This is an optimization exercise on Yosys and OpenROAD, whose aim is a short achievable clock period and few clock cycles, not a production implementation.
RTL that was checked went through simulation tests only; none was proved equivalent to the original.
The flow treats the clock pin as an ideal source. Dropping or thinning the clock tree relies on that and would not hold on a real chip.
Power figures rest on the tool's default switching activity, not on a simulated workload.

the baseline:
## top
module top (
    input logic clk,
    input logic reset,
    output logic [4:0] curr_inst_addr,
    input logic [15:0] curr_inst,
    output logic write_enable_dmem,
    output logic [3:0] write_addr_dmem,
    output logic [7:0] write_data_dmem,
    output logic halted
);
For scale: roughly 2,700 cells after synthesis, about 580 flip-flops, about 37 I/O pins, ~0.023 mm2 of cells after synthesis.
Settings: LEC_CHECK=0, CAP_MARGIN=20, CORE_MARGIN=2, CORE_UTILIZATION=40, SETUP_SLACK_MARGIN=3.0, SLEW_MARGIN=20, SYNTH_HIERARCHICAL=1, SYNTH_MINIMUM_KEEP_SIZE=0; clock period 4.2 ns.
standard.sh (not shown) runs the stock make flow with config.mk's settings and CLKGATE_MAP_FILE= SYNTH_SCRIPT=/design/flow/synth_recipe.tcl, a recipe that flattens the netlist after the stock synthesis.
==> flow/flow/run.sh <==
#!/bin/bash
# Own flow: the standard layout (standard.sh) with two changes:
#  - the clock tree is built by flow/pre_cts.tcl (a two-level balanced tree)
#    instead of TritonCTS;
#  - full- and half-adder cells are added to DONT_USE_CELLS (flow/dont_use.txt
#    is the platform's list plus those), so abc maps adders as plain gates.
# Every tool's output goes to the ORFS logs under orfs/logs and to standard.log.
set -euo pipefail
export PRE_CTS_TCL="$PWD/flow/pre_cts.tcl"
du="$(tr '\n' ' ' < flow/dont_use.txt)"
sed "s|\"\${@:-finish}\"|DONT_USE_CELLS=\"$du\" \"\${@:-finish}\"|" standard.sh > standard_nofa.sh
bash standard_nofa.sh ${FLOW_STANDARD_TARGETS:-} > standard.log 2>&1
Other scripts of this flow, unchanged in this note and not shown: flow/flow/dont_use.txt, flow/flow/mycts.tcl, flow/flow/pre_cts.tcl
The baseline did not stop at any stage, and its layout met the timing, design-rule and antenna checks.
Modified inputs, the candidate compared to the baseline
--- a/flow/design.v
+++ b/flow/design.v
@@ -93,33 +93,24 @@
     output logic [7:0] y
 );
   assign y = d0 | (d1 & {8{s}});
 endmodule
 module ao21 (
     input  logic a,
     input  logic b,
     input  logic c,
     output logic y
 );
   assign y = a | (b & c);
 endmodule
-module andn #(
-    parameter int WIDTH = 5
-) (
-    input  logic [WIDTH - 1:0] a,
-    input  logic b,
-    output logic [WIDTH - 1:0] y
-);
-  assign y = a & ~{WIDTH{b}};
-endmodule
 `timescale 1ns / 1ps
 module bpsel (
     input logic [31:0] bp,
     input logic [4:0] a,
     output logic y
 );
   logic [31:0] oh;
   always_comb
     for (int j = 0; j < 32; j++) oh[j] = (a == 5'(j));
   assign y = (oh & bp) != 32'd0;
 endmodule
 `timescale 1ns / 1ps
@@ -380,48 +371,51 @@
       .d1(ex_alt),
       .s (mispredict),
       .y (pc_d)
   );
   logic seq_ok;
   assign seq_ok = !mispredict && !take && !reset;
   ao21 bp_ao (
       .a(mispredict && ex_bpa),
       .b(seq_ok),
       .c(bp_seq),
       .y(bp_d)
   );
-  logic [4:0] ctl_pre, ctl_n;
-  assign ctl_pre = reset ? {cap, 4'b0000} :
-                   {!halted_r && !(d_v && d_halt) && !ex_halt,
-                    d_v && d_wr, d_v && d_br, d_v && d_halt, d_v && d_st};
-  andn #(5) ctl_gate (
-      .a(ctl_pre),
-      .b(mispredict),
-      .y(ctl_n)
-  );
+  logic f_ok, d_ok;
+  assign f_ok = !halted_r && !(d_v && d_halt) && !ex_halt && !mispredict;
+  assign d_ok = d_v && !mispredict;
   logic [4:0] pc1;
   assign pc1 = pc + 5'd1;
   always_ff @(posedge clk) begin
     pc <= pc_d;
     bp_cur <= bp_d;
     halted_r <= halted_d;
-    {d_v, ex_wr, ex_br, ex_halt, st_v} <= ctl_n;
     if (reset) begin
       r0cap <= cap;
+      d_v <= cap;
+      ex_wr <= 1'b0;
+      ex_br <= 1'b0;
+      ex_halt <= 1'b0;
       bu_v <= 1'b0;
       w_v <= 1'b0;
+      st_v <= 1'b0;
       bp_t <= 32'd0;
     end else begin
       r0cap <= 1'b0;
+      d_v <= f_ok;
+      ex_wr <= d_ok && d_wr;
+      ex_br <= d_ok && d_br;
+      ex_halt <= d_ok && d_halt;
       w_v <= ex_wr;
+      st_v <= d_ok && d_st;
       bu_v <= ex_br;
       if (bu_v) bp_t <= bu_t ? (bp_t | bu_a) : (bp_t & ~bu_a);
     end
   end
   always_ff @(posedge clk) begin
     d_st <= is_st;
     d_add <= is_add;
     d_br <= is_br;
     d_halt <= is_halt;
     d_wr <= f_wr;
     d_imm <= curr_inst[12];
     d_k8 <= curr_inst[7:0];
==> results.txt <==
- The baseline → the candidate: via count now sits higher, shortest period the worst path allows moved down, fraction of power consumed by combinational cells rose 0.3 points, overall power consumption now larger, core utilization shows an increase of 0.54 points.
- The combinational power of the candidate exceeds that of the baseline by about 3%.
- For the baseline, the top layer reached by signal wires was met4, unlike the candidate, where it was met5.
- The run showing the smaller worst setup slack for register-to-register paths is the baseline.
- The flow did not stop early for the candidate: all stages ran, and the layout cleared the timing, design-rule and antenna checks.
No run of this note included a check of the RTL's function; only the layout flow was run. In every run of this note, the design's own scripts or RTL, not TritonCTS, make the clock network.

========
Another version of the RTL of top (not shown whole).
Size: about 2600 cells after synthesis, about 37 I/O pins, about 22000 µm² of cells after synthesis.
==> flow/config.mk <==
export PLATFORM = sky130hd
export DESIGN_NAME = top
export DESIGN_NICKNAME = top
export VERILOG_FILES = /design/flow/design.v
export SDC_FILE = /design/flow/constraint.sdc
export NUM_CORES = 8
export LEC_CHECK = 0
export CAP_MARGIN = 20
export CORE_MARGIN = 2
export CORE_UTILIZATION = 40
export SETUP_SLACK_MARGIN = 3.0
export SLEW_MARGIN = 20
export SYNTH_HIERARCHICAL = 1
export SYNTH_MINIMUM_KEEP_SIZE = 0
==> flow/constraint.sdc <==
create_clock -name core_clock -period 4.2 [get_ports {clk}]
set_input_delay 0.8400 -clock core_clock [delete_from_list [all_inputs] [get_ports {clk}]]
set_output_delay 0.8400 -clock core_clock [all_outputs]
set_load 0.01 [all_outputs]
Scripts as last shown in full above: flow/flow/run.sh
Other scripts of this flow, unchanged in this note and not shown: flow/flow/dont_use.txt, flow/flow/mycts.tcl, flow/flow/pre_cts.tcl
The first run finished clean.
Then changed:
--- a/flow/design.v
+++ b/flow/design.v
@@ -1,48 +1,37 @@
 `timescale 1ns / 1ps
 module nextpc (
     input logic reset,
     input logic cap,
     input logic [15:0] inst,
     input logic [4:0] pc,
     input logic halted,
     input logic bp_cur,
     input logic bp_seq,   
-    input logic d_v,   
-    input logic d_br,   
-    input logic d_halt,   
-    input logic ex_br,   
-    input logic ex_halt,   
     output logic pred,
     output logic take,
     output logic [4:0] pc_f,
-    output logic bp_f,   
-    output logic halted_d   
+    output logic bp_f   
 );
   logic is_br;
   logic [4:0] tgt, pc_seq;
   assign is_br = (inst[15:13] == 3'b101);
   assign tgt = inst[12:8];
   assign pc_seq = halted ? 5'd0 : pc + 5'd1;
   assign pred = (inst[7:4] == inst[3:0]) || bp_cur;
   assign take = is_br && pred && !halted;
   always_comb
     if (reset) pc_f = cap ? (is_br ? tgt : 5'd1) : 5'd0;
     else if (take) pc_f = tgt;
     else pc_f = pc_seq;
   assign bp_f = !reset && !take && bp_seq;
-  logic is_halt, halt_now;
-  assign is_halt = (inst[15:13] == 3'b111);
-  assign halt_now = (is_halt && !(d_v && (d_br || d_halt)) && !ex_br) ||
-                    (d_v && d_halt && !ex_br) || ex_halt;
-  assign halted_d = reset ? (cap && is_halt) : (halted || halt_now);
 endmodule
 `timescale 1ns / 1ps
 module add8 (
     input  logic [7:0] a,
     input  logic [7:0] b,
     output logic [7:0] s
 );
   assign s = a + b;
 endmodule
 `timescale 1ns / 1ps
 module brres (
@@ -303,69 +292,67 @@
       .fwm(fwm)
   );
   logic r0cap;
   logic cap;
   assign cap = !r0cap && (pc == 5'd0);
   logic bp_seq;
   bpsel bps (
       .bp({bp_t[0], bp_t[31:1]}),
       .a (pc),
       .y (bp_seq)
   );
-  logic pred, take, bp_f, bp_d, halted_d;
+  logic pred, take, bp_f, bp_d;
   logic [4:0] pc_f, pc_d;
   nextpc npc (
       .reset(reset),
       .cap(cap),
       .inst(curr_inst),
       .pc(pc),
       .halted(halted_r),
       .bp_cur(bp_cur),
       .bp_seq(bp_seq),
-      .d_v(d_v),
-      .d_br(d_br),
-      .d_halt(d_halt),
-      .ex_br(ex_br),
-      .ex_halt(ex_halt),
       .pred(pred),
       .take(take),
       .pc_f(pc_f),
-      .bp_f(bp_f),
-      .halted_d(halted_d)
+      .bp_f(bp_f)
   );
   mux2 #(6) pc_mux (
       .d0({bp_f, pc_f}),
       .d1({ex_bpa, ex_alt}),
       .s (mispredict),
       .y ({bp_d, pc_d})
   );
   logic f_ok, d_ok;
   assign f_ok = !halted_r && !(d_v && d_halt) && !ex_halt && !mispredict;
   assign d_ok = d_v && !mispredict;
+  logic halt_now;
+  assign halt_now = (is_halt && !halted_r && !(d_v && (d_br || d_halt)) && !ex_br) ||
+                    (d_v && d_halt && !ex_br) || ex_halt;
   logic [4:0] pc1;
   assign pc1 = pc + 5'd1;
   always_ff @(posedge clk) begin
     pc <= pc_d;
     bp_cur <= bp_d;
-    halted_r <= halted_d;
     if (reset) begin
       r0cap <= cap;
+      halted_r <= cap && is_halt;
       d_v <= cap;
       ex_wr <= 1'b0;
       ex_br <= 1'b0;
       ex_halt <= 1'b0;
       w_v <= 1'b0;
       st_v <= 1'b0;
       bp_t <= 32'd0;
     end else begin
       r0cap <= 1'b0;
+      if (halt_now) halted_r <= 1'b1;
       d_v <= f_ok;
       ex_wr <= d_ok && d_wr;
       ex_br <= d_ok && d_br;
       ex_halt <= d_ok && d_halt;
       w_v <= ex_wr;
       st_v <= d_ok && d_st;
       if (ex_br) bp_t[ex_bpc] <= taken;
     end
   end
   always_ff @(posedge clk) begin
     d_st <= is_st;
After rerunning: Routed wire length goes down by 3.3%. Total power decreases by 5.1%. Global-route usage is higher by 0.28 points. Sequential share of layout area is higher by 0.87 points. Sequential cell count does not change. Cell area is lower by 2.9%. Critical path depth goes down by 8. Worst setup slack improved by 120 ps. Final cell count went down by 1.6%.
Testbench counts after the change, summed over its fixed seeds: cycles 24,272.
The RTL of the first run of this note was laid out without a check of its function. In every run of this note, the design's own scripts or RTL, not TritonCTS, make the clock network.

## what the ideal ports hide
In the flow no input, the clock included, has a driving cell. The finished layouts below were timed again as built, in two steps.
Step 1 (the two cells are an assumption about what drives the block):
set clk [get_ports {clk}]
set_driving_cell -lib_cell sky130_fd_sc_hd__clkbuf_16 $clk
set_driving_cell -lib_cell sky130_fd_sc_hd__buf_2 [delete_from_list [all_inputs] $clk]
Step 2, shift: input delay + t, output delay - t, t = (earliest + latest rising clock arrival at the registers) / 2. This alone moves slack from input paths to output paths.
Slacks: ideal / step 1 / step 2; pairs: ideal / step 1.
| run | shift t [ns] | setup slack, ns | latest minus earliest clock arrival (ns) |
|---|---|---|---|
| the baseline | 0.506 | 2.245 / 2.218 / 1.907 | 0.045 / 0.045 |
| the candidate | 0.502 | 2.310 / 2.252 / 1.915 | 0.042 / 0.042 |
| the first run of note 2 | 0.489 | 2.201 / 2.201 / 1.933 | 0.040 / 0.040 |
| the second run of note 2 | 0.491 | 2.317 / 2.193 / 1.945 | 0.042 / 0.042 |
After both steps every run listed still meets setup and hold. The setup slack of the candidate, which loses most, moves by -0.058 ns with the drivers and by -0.395 ns with both steps.
